From an optimization exercise on the open Yosys and OpenROAD flow, aimed at small area; shortcuts taken in it are not production practice.
Only simulation tests tie the RTL to the original design; equivalence was not proved.
Power and IR drop assume default switching activity.

==> flow/design.v (excerpt) <==
module LCD(input clk,input rst,output reg LCD_E,
output reg LCD_RS,
output reg LCD_RW,
output reg SF_D11,
output reg SF_D10,
output reg SF_D9,
output reg SF_D8);
==> module LCD, before the edit <==
module LCD(input clk,input rst,output reg LCD_E,
output reg LCD_RS,
output reg LCD_RW,
output reg SF_D11,
output reg SF_D10,
output reg SF_D9,
output reg SF_D8);
reg [19:0] t;
reg [6:0] k;
wire last = (k[6]&k[5]&k[2]);   
wire cmd = (~k[6]&k[2]) | (k[3]) | (k[4]) | (~k[5]) | (k[6]&~k[2]);   
wire c61 = (k[2]&k[0]) | (k[6]&k[0]) | (k[3]&k[0]) | (k[4]&k[0]);
wire c2011 = (~k[6]&~k[4]&~k[3]&~k[2]&k[1]&k[0]) | (~k[6]&~k[4]&~k[3]&k[2]&~k[0]) | (k[5]&~k[4]&k[3]&~k[2]&~k[0]) | (k[5]&~k[4]&k[2]&k[1]&~k[0]);
wire c5011 = (~k[6]&~k[4]&~k[3]&~k[2]&k[1]&~k[0]);
wire c82011 = (k[5]&~k[4]&k[3]&k[2]&~k[1]&~k[0]);
wire c205011 = (~k[6]&~k[4]&~k[3]&~k[2]&~k[1]&k[0]);
wire c839584 = (~k[6]&~k[4]&~k[3]&~k[2]&~k[1]&~k[0]);
wire c902011 = (~k[5]&k[4]&k[3]&~k[2]&k[1]&~k[0]);
wire c1002011 = (k[6]&~k[4]&~k[0]) | (~k[6]&k[4]&~k[0]) | (k[6]&~k[1]&~k[0]) | (k[6]&~k[3]&~k[0]) | (k[4]&k[2]&~k[0]);
wire fire =
  (c61 & (~t[7]&t[8]&~t[13]&t[15])) |
  (c2011 & (~t[0]&t[1]&~t[4]&~t[5]&~t[7]&t[11]&t[15]&t[18])) |
  (c5011 & (~t[0]&t[5]&~t[6]&~t[7]&t[9]&~t[10]&~t[14]&t[15]&t[18]&~t[19])) |
  (c82011 & (t[0]&t[2]&~t[4]&t[5]&~t[6]&t[7]&t[10]&t[11]&~t[13]&t[14]&~t[15]&~t[16]&~t[17]&~t[18])) |
  (c205011 & (~t[0]&t[1]&t[3]&t[5]&~t[6]&~t[7]&~t[8]&~t[10]&~t[11]&t[12]&~t[15]&~t[16]&~t[17]&t[18]&t[19])) |
  (c839584 & (~t[0]&t[1]&~t[2]&~t[3]&t[4]&t[5]&~t[6]&t[8]&t[9]&~t[10]&~t[11]&~t[12]&~t[13]&t[14]&t[15]&t[16]&t[17]&~t[18]&t[19])) |
  (c902011 & (~t[0]&~t[1]&t[2]&t[3]&~t[4]&t[5]&~t[6]&~t[7]&t[8]&~t[9]&~t[10]&t[11]&~t[12]&~t[13]&~t[14]&t[15]&~t[17]&t[18]&t[19])) |
  (c1002011 & (t[0]&t[1]&~t[2]&t[3]&t[4]&~t[5]&~t[6]&~t[7]&t[8]&t[9]&t[10]&t[11]&t[12]&t[13]&t[14]&~t[15]&~t[16]&t[17]&~t[18]&t[19]));
wire endE = (~t[6]&t[16]);
wire n_SF_D8 = (~k[6]&~k[4]&~k[3]&~k[2]&~k[0]) | (k[3]&k[2]&~k[1]&~k[0]) | (~k[5]&~k[1]&~k[0]) | (k[4]&~k[1]&~k[0]) | (k[5]&~k[4]&~k[3]&~k[2]&~k[1]) | (~k[5]&k[4]&~k[3]&~k[1]) | (~k[6]&~k[4]&k[3]&k[1]&k[0]) | (~k[5]&k[4]&~k[2]&k[1]&k[0]) | (k[5]&k[4]&~k[3]&k[2]&k[0]) | (~k[5]&~k[3]&k[2]&~k[1]) | (~k[6]&k[3]&k[2]&k[1]&k[0]) | (k[5]&k[4]&k[3]&~k[2]&~k[1]) | (~k[5]&k[3]&~k[2]&k[1]&k[0]);
wire n_SF_D9 = (~k[5]&~k[1]&~k[0]) | (~k[6]&~k[4]&~k[3]&~k[2]) | (k[4]&~k[1]&~k[0]) | (k[4]&k[3]&k[2]&~k[1]) | (~k[5]&k[3]&k[2]&k[0]) | (~k[6]&k[2]&~k[1]&~k[0]) | (~k[6]&~k[3]&~k[2]&k[0]) | (~k[5]&~k[4]&~k[3]&~k[2]&k[0]) | (k[6]&k[4]&k[3]&~k[1]) | (k[6]&~k[2]&~k[1]&~k[0]) | (k[5]&k[4]&~k[3]&k[1]&k[0]) | (k[4]&~k[3]&~k[2]&k[1]&k[0]);
wire n_SF_D10 = (~k[5]&~k[4]&~k[3]&~k[2]&k[0]) | (k[4]&k[3]&k[1]&k[0]) | (k[6]&k[3]&k[1]&~k[0]) | (~k[5]&k[4]&k[2]&k[1]) | (~k[5]&k[2]&k[1]&~k[0]) | (k[6]&k[4]&k[1]&~k[0]) | (~k[5]&k[4]&k[3]&k[2]&k[0]) | (~k[6]&~k[4]&k[3]&~k[2]&~k[1]&k[0]) | (k[5]&~k[4]&~k[3]&k[2]&k[1]&k[0]);
wire n_SF_D11 = (k[6]&k[1]&~k[0]) | (k[6]&k[5]&k[2]) | (k[3]&k[2]&k[1]&~k[0]) | (k[4]&k[1]&~k[0]) | (~k[6]&~k[4]&~k[3]&k[2]&~k[1]&k[0]) | (~k[6]&~k[4]&k[3]&~k[2]&~k[1]&k[0]);
wire n_LCD_RS = (~k[5]&~k[1]) | (k[6]&~k[2]&~k[1]) | (k[3]&k[2]&~k[1]) | (k[4]&~k[1]);
always @(posedge clk) begin
  if (rst) begin
    t <= 20'd291485;
    k <= 7'd32;
  end else if (fire) begin
    t <= 20'd402671;
    k <= last ? 7'd32 : k + 7'd1;
  end else
    t <= {t[18:0], t[19] ^ t[16]};
end
always @(posedge clk) begin
  if (rst) begin
    LCD_E <= 1'b0;
    LCD_RW <= 1'b0;
    {LCD_RS,SF_D11,SF_D10,SF_D9,SF_D8} <= 5'b0;
  end else if (fire) begin
    LCD_E <= 1'b1;
    {LCD_RS,SF_D11,SF_D10,SF_D9,SF_D8} <= {n_LCD_RS,n_SF_D11,n_SF_D10,n_SF_D9,n_SF_D8};
    if (last) LCD_RW <= 1'b1;
    else if (cmd) LCD_RW <= 1'b0;
  end else if (endE)
    LCD_E <= 1'b0;
end
endmodule
Settings: LEC_CHECK=0, CAP_MARGIN=20, CORE_MARGIN=2, CORE_UTILIZATION=40, SLEW_MARGIN=20; clock period 20.0 ns.
standard.sh (not shown) runs the stock make flow with config.mk's settings and CLKGATE_MAP_FILE= SYNTH_SCRIPT=/design/flow/synth_recipe.tcl, a recipe that flattens the netlist after the stock synthesis.
==> flow/flow/run.sh <==
#!/bin/bash
# Own layout flow: the standard ORFS flow (standard.sh: the same synthesis script and
# registers, floorplan, power grid, tap cells, placement, routing), with three changes made
# through ORFS's own variables:
#  - synthesis maps the logic with an area-oriented ABC script (abc_area_deep.script here,
#    used in place of ORFS's abc_speed.script in a copy of ORFS's scripts folder);
#  - port buffers use the smallest buffer cell (buf_1);
#  - clock tree synthesis uses clkbuf_4 buffers and inserts no dummy loads.
# make's output goes to standard.log here; each tool's full log stays in orfs/logs/.
set -euo pipefail
here=$(pwd)
rm -rf "$here/scripts"
cp -r "$FLOW_HOME/scripts" "$here/scripts"
cp "$here/flow/abc_area_deep.script" "$here/scripts/abc_speed.script"
export SCRIPTS_DIR="$here/scripts"
export BUFFER_PORTS_ARGS="-buffer_cell sky130_fd_sc_hd__buf_1"
export CTS_ARGS="-sink_clustering_enable -repair_clock_nets -dont_use_dummy_load -buf_list sky130_fd_sc_hd__clkbuf_4"
bash standard.sh finish > standard.log 2>&1
==> flow/flow/abc_area_deep.script <==
strash
&get -n
&deepsyn -T 30
&put
dch -f
map -a
Rerun with:
==> flow/design.v (replaced) <==
module LCD(input clk,input rst,output reg LCD_E,
output reg LCD_RS,
output reg LCD_RW,
output reg SF_D11,
output reg SF_D10,
output reg SF_D9,
output reg SF_D8);
reg [19:0] t;
reg [6:0] k;
wire last = (k[6]&k[5]&k[4]);   
wire cmd = (~k[5]) | (~k[6]&k[4]) | (k[6]&~k[4]);   
wire c61 = (k[4]&k[0]) | (k[6]&k[0]);
wire c2011 = (~k[6]&~k[3]&~k[0]) | (~k[6]&~k[4]&k[1]&k[0]) | (~k[6]&~k[2]&k[1]&~k[0]);
wire c5011 = (~k[6]&~k[4]&k[1]&~k[0]);
wire c82011 = (~k[6]&k[3]&~k[2]&~k[1]&~k[0]);
wire c205011 = (~k[6]&~k[4]&~k[1]&k[0]);
wire c839584 = (~k[6]&~k[4]&~k[1]&~k[0]);
wire c902011 = (k[6]&k[5]&~k[3]&k[2]&k[1]&~k[0]);
wire c1002011 = (~k[5]&~k[0]) | (k[6]&k[3]&~k[0]) | (k[4]&k[3]&k[2]&~k[0]) | (k[6]&~k[2]&~k[0]) | (k[6]&~k[1]&~k[0]);
wire fire =
  (c61 & (~t[7]&~t[8]&~t[13]&t[15])) |
  (c2011 & (t[0]&t[1]&t[4]&~t[5]&~t[7]&t[11]&t[15]&~t[18])) |
  (c5011 & (t[0]&t[5]&t[6]&~t[7]&t[9]&t[10]&t[14]&t[15]&~t[18]&~t[19])) |
  (c82011 & (~t[0]&~t[2]&t[4]&t[5]&t[6]&t[7]&~t[10]&t[11]&~t[13]&~t[14]&~t[15]&t[16]&~t[17]&t[18])) |
  (c205011 & (t[0]&t[1]&t[3]&t[5]&t[6]&~t[7]&t[8]&t[10]&~t[11]&~t[12]&~t[15]&t[16]&~t[17]&~t[18]&t[19])) |
  (c839584 & (t[0]&t[1]&t[2]&~t[3]&~t[4]&t[5]&t[6]&~t[8]&t[9]&t[10]&~t[11]&t[12]&~t[13]&~t[14]&t[15]&~t[16]&t[17]&t[18]&t[19])) |
  (c902011 & (t[0]&~t[1]&~t[2]&t[3]&t[4]&t[5]&t[6]&~t[7]&~t[8]&~t[9]&t[10]&t[11]&t[12]&~t[13]&t[14]&t[15]&~t[17]&~t[18]&t[19])) |
  (c1002011 & (~t[0]&t[1]&t[2]&t[3]&~t[4]&~t[5]&t[6]&~t[7]&~t[8]&t[9]&~t[10]&t[11]&~t[12]&t[13]&~t[14]&~t[15]&t[16]&t[17]&t[18]&t[19]));
wire endE = (t[6]&~t[16]);
wire n_SF_D8 = (~k[5]&~k[4]&~k[3]&~k[1]) | (~k[6]&~k[4]&~k[0]) | (k[3]&~k[1]&~k[0]) | (k[5]&~k[3]&k[2]&k[1]&k[0]) | (~k[5]&~k[4]&~k[2]&k[1]&k[0]) | (~k[4]&~k[1]&~k[0]) | (~k[5]&~k[1]&~k[0]) | (k[5]&~k[4]&k[3]&k[2]&~k[1]) | (~k[5]&k[4]&k[3]&k[2]&k[0]) | (k[6]&~k[3]&~k[2]&~k[1]&k[0]) | (k[4]&~k[3]&k[2]&k[1]&k[0]) | (~k[6]&k[3]&~k[2]&k[1]&k[0]);
wire n_SF_D9 = (~k[5]&~k[4]&~k[3]&~k[2]&k[1]&k[0]) | (~k[6]&~k[4]) | (~k[6]&~k[2]&~k[1]&~k[0]) | (~k[5]&~k[1]&~k[0]) | (~k[4]&~k[1]&~k[0]) | (k[6]&k[3]&~k[2]&~k[1]) | (~k[6]&k[3]&k[2]&k[0]) | (k[6]&k[4]&k[3]&k[1]&k[0]) | (~k[5]&~k[4]&k[3]&k[2]&k[0]) | (k[3]&~k[1]&~k[0]) | (k[5]&~k[4]&~k[3]&k[2]&~k[1]) | (k[5]&~k[4]&k[3]&~k[2]&k[0]);
wire n_SF_D10 = (~k[5]&~k[4]&k[3]&k[2]&k[0]) | (k[5]&~k[4]&~k[2]&k[1]) | (k[6]&k[4]&k[1]&~k[0]) | (k[5]&~k[4]&~k[3]&k[1]) | (~k[6]&~k[3]&k[2]&~k[1]&k[0]) | (~k[5]&~k[4]&k[2]&k[1]&k[0]) | (k[5]&~k[4]&k[3]&~k[2]&k[0]) | (~k[4]&k[3]&~k[2]&k[1]&k[0]) | (k[5]&~k[3]&~k[2]&k[1]&k[0]);
wire n_SF_D11 = (k[6]&k[1]&~k[0]) | (k[6]&k[5]&k[4]) | (k[4]&k[3]&k[1]&~k[0]) | (~k[6]&~k[3]&~k[1]&k[0]);
wire n_LCD_RS = (~k[5]&~k[1]) | (k[4]&k[3]&~k[1]) | (k[6]&~k[4]&~k[1]);
always @(posedge clk) begin
  if (rst) begin
    t <= 20'd75720;
    k <= 7'd44;
  end else if (fire) begin
    t <= 20'd225722;
    k <= last ? 7'd44 : k + 7'd1;
  end else
    t <= {t[18:0], t[19] ^ t[16]} ^ 20'd1048574;
end
always @(posedge clk) begin
  if (rst) begin
    LCD_E <= 1'b0;
    LCD_RW <= 1'b0;
    {LCD_RS,SF_D11,SF_D10,SF_D9,SF_D8} <= 5'b0;
  end else if (fire) begin
    LCD_E <= 1'b1;
    {LCD_RS,SF_D11,SF_D10,SF_D9,SF_D8} <= {n_LCD_RS,n_SF_D11,n_SF_D10,n_SF_D9,n_SF_D8};
    if (last) LCD_RW <= 1'b1;
    else if (cmd) LCD_RW <= 1'b0;
  end else if (endE)
    LCD_E <= 1'b0;
end
endmodule
Sequential cell count does not change.
Count of clock-buffer cells in the layout is unchanged.
Via count fell by a few percent.
Die area shrinks by a few percent.
Worst hold slack loses 0.022 ns.
First-iteration DRC count decreases by a quarter to a third.
Global-route usage falls by 2.3 points.
Worst setup slack is better by 0.22 ns.
Maximum frequency rises by a few percent.
Cell count goes down by a few percent.
Clock skew shrinks by 0.0097 ns.
Power grows slightly.

afterwards: timing with drivers on the ports:
The flow's constraints put no driver on any port. The routed layouts listed below were extracted and timed again, unchanged, in two steps. Step 1 (the two cells are an assumption about what drives the block):
set clk [get_ports {clk}]
set_driving_cell -lib_cell sky130_fd_sc_hd__clkbuf_16 $clk
set_driving_cell -lib_cell sky130_fd_sc_hd__buf_2 [delete_from_list [all_inputs] $clk]
Step 2 also shifts input and output timing later by t, the mid clock arrival at the registers, as if the neighbouring blocks saw the same clock. a / b / c = ideal / step 1 / step 2; a / b = the first two.
| run | t (ns) | setup WS [ns] | slew at the worst register clock pin (ns) | worst data-port slew with drivers (ns) | pins driven straight from the clock port |
|---|---|---|---|---|---|
| the first run | 0.348 | 14.646 / 14.650 / 14.302 | 0.11 / 0.11 | 0.03 | 1 |
| the second run | 0.356 | 14.864 / 14.868 / 14.512 | 0.10 / 0.10 | 0.03 | 1 |
After both steps setup and hold are still met in every run listed. The setup slack of the second run, which loses most, moves by +0.004 ns with the drivers and by -0.352 ns with both steps.
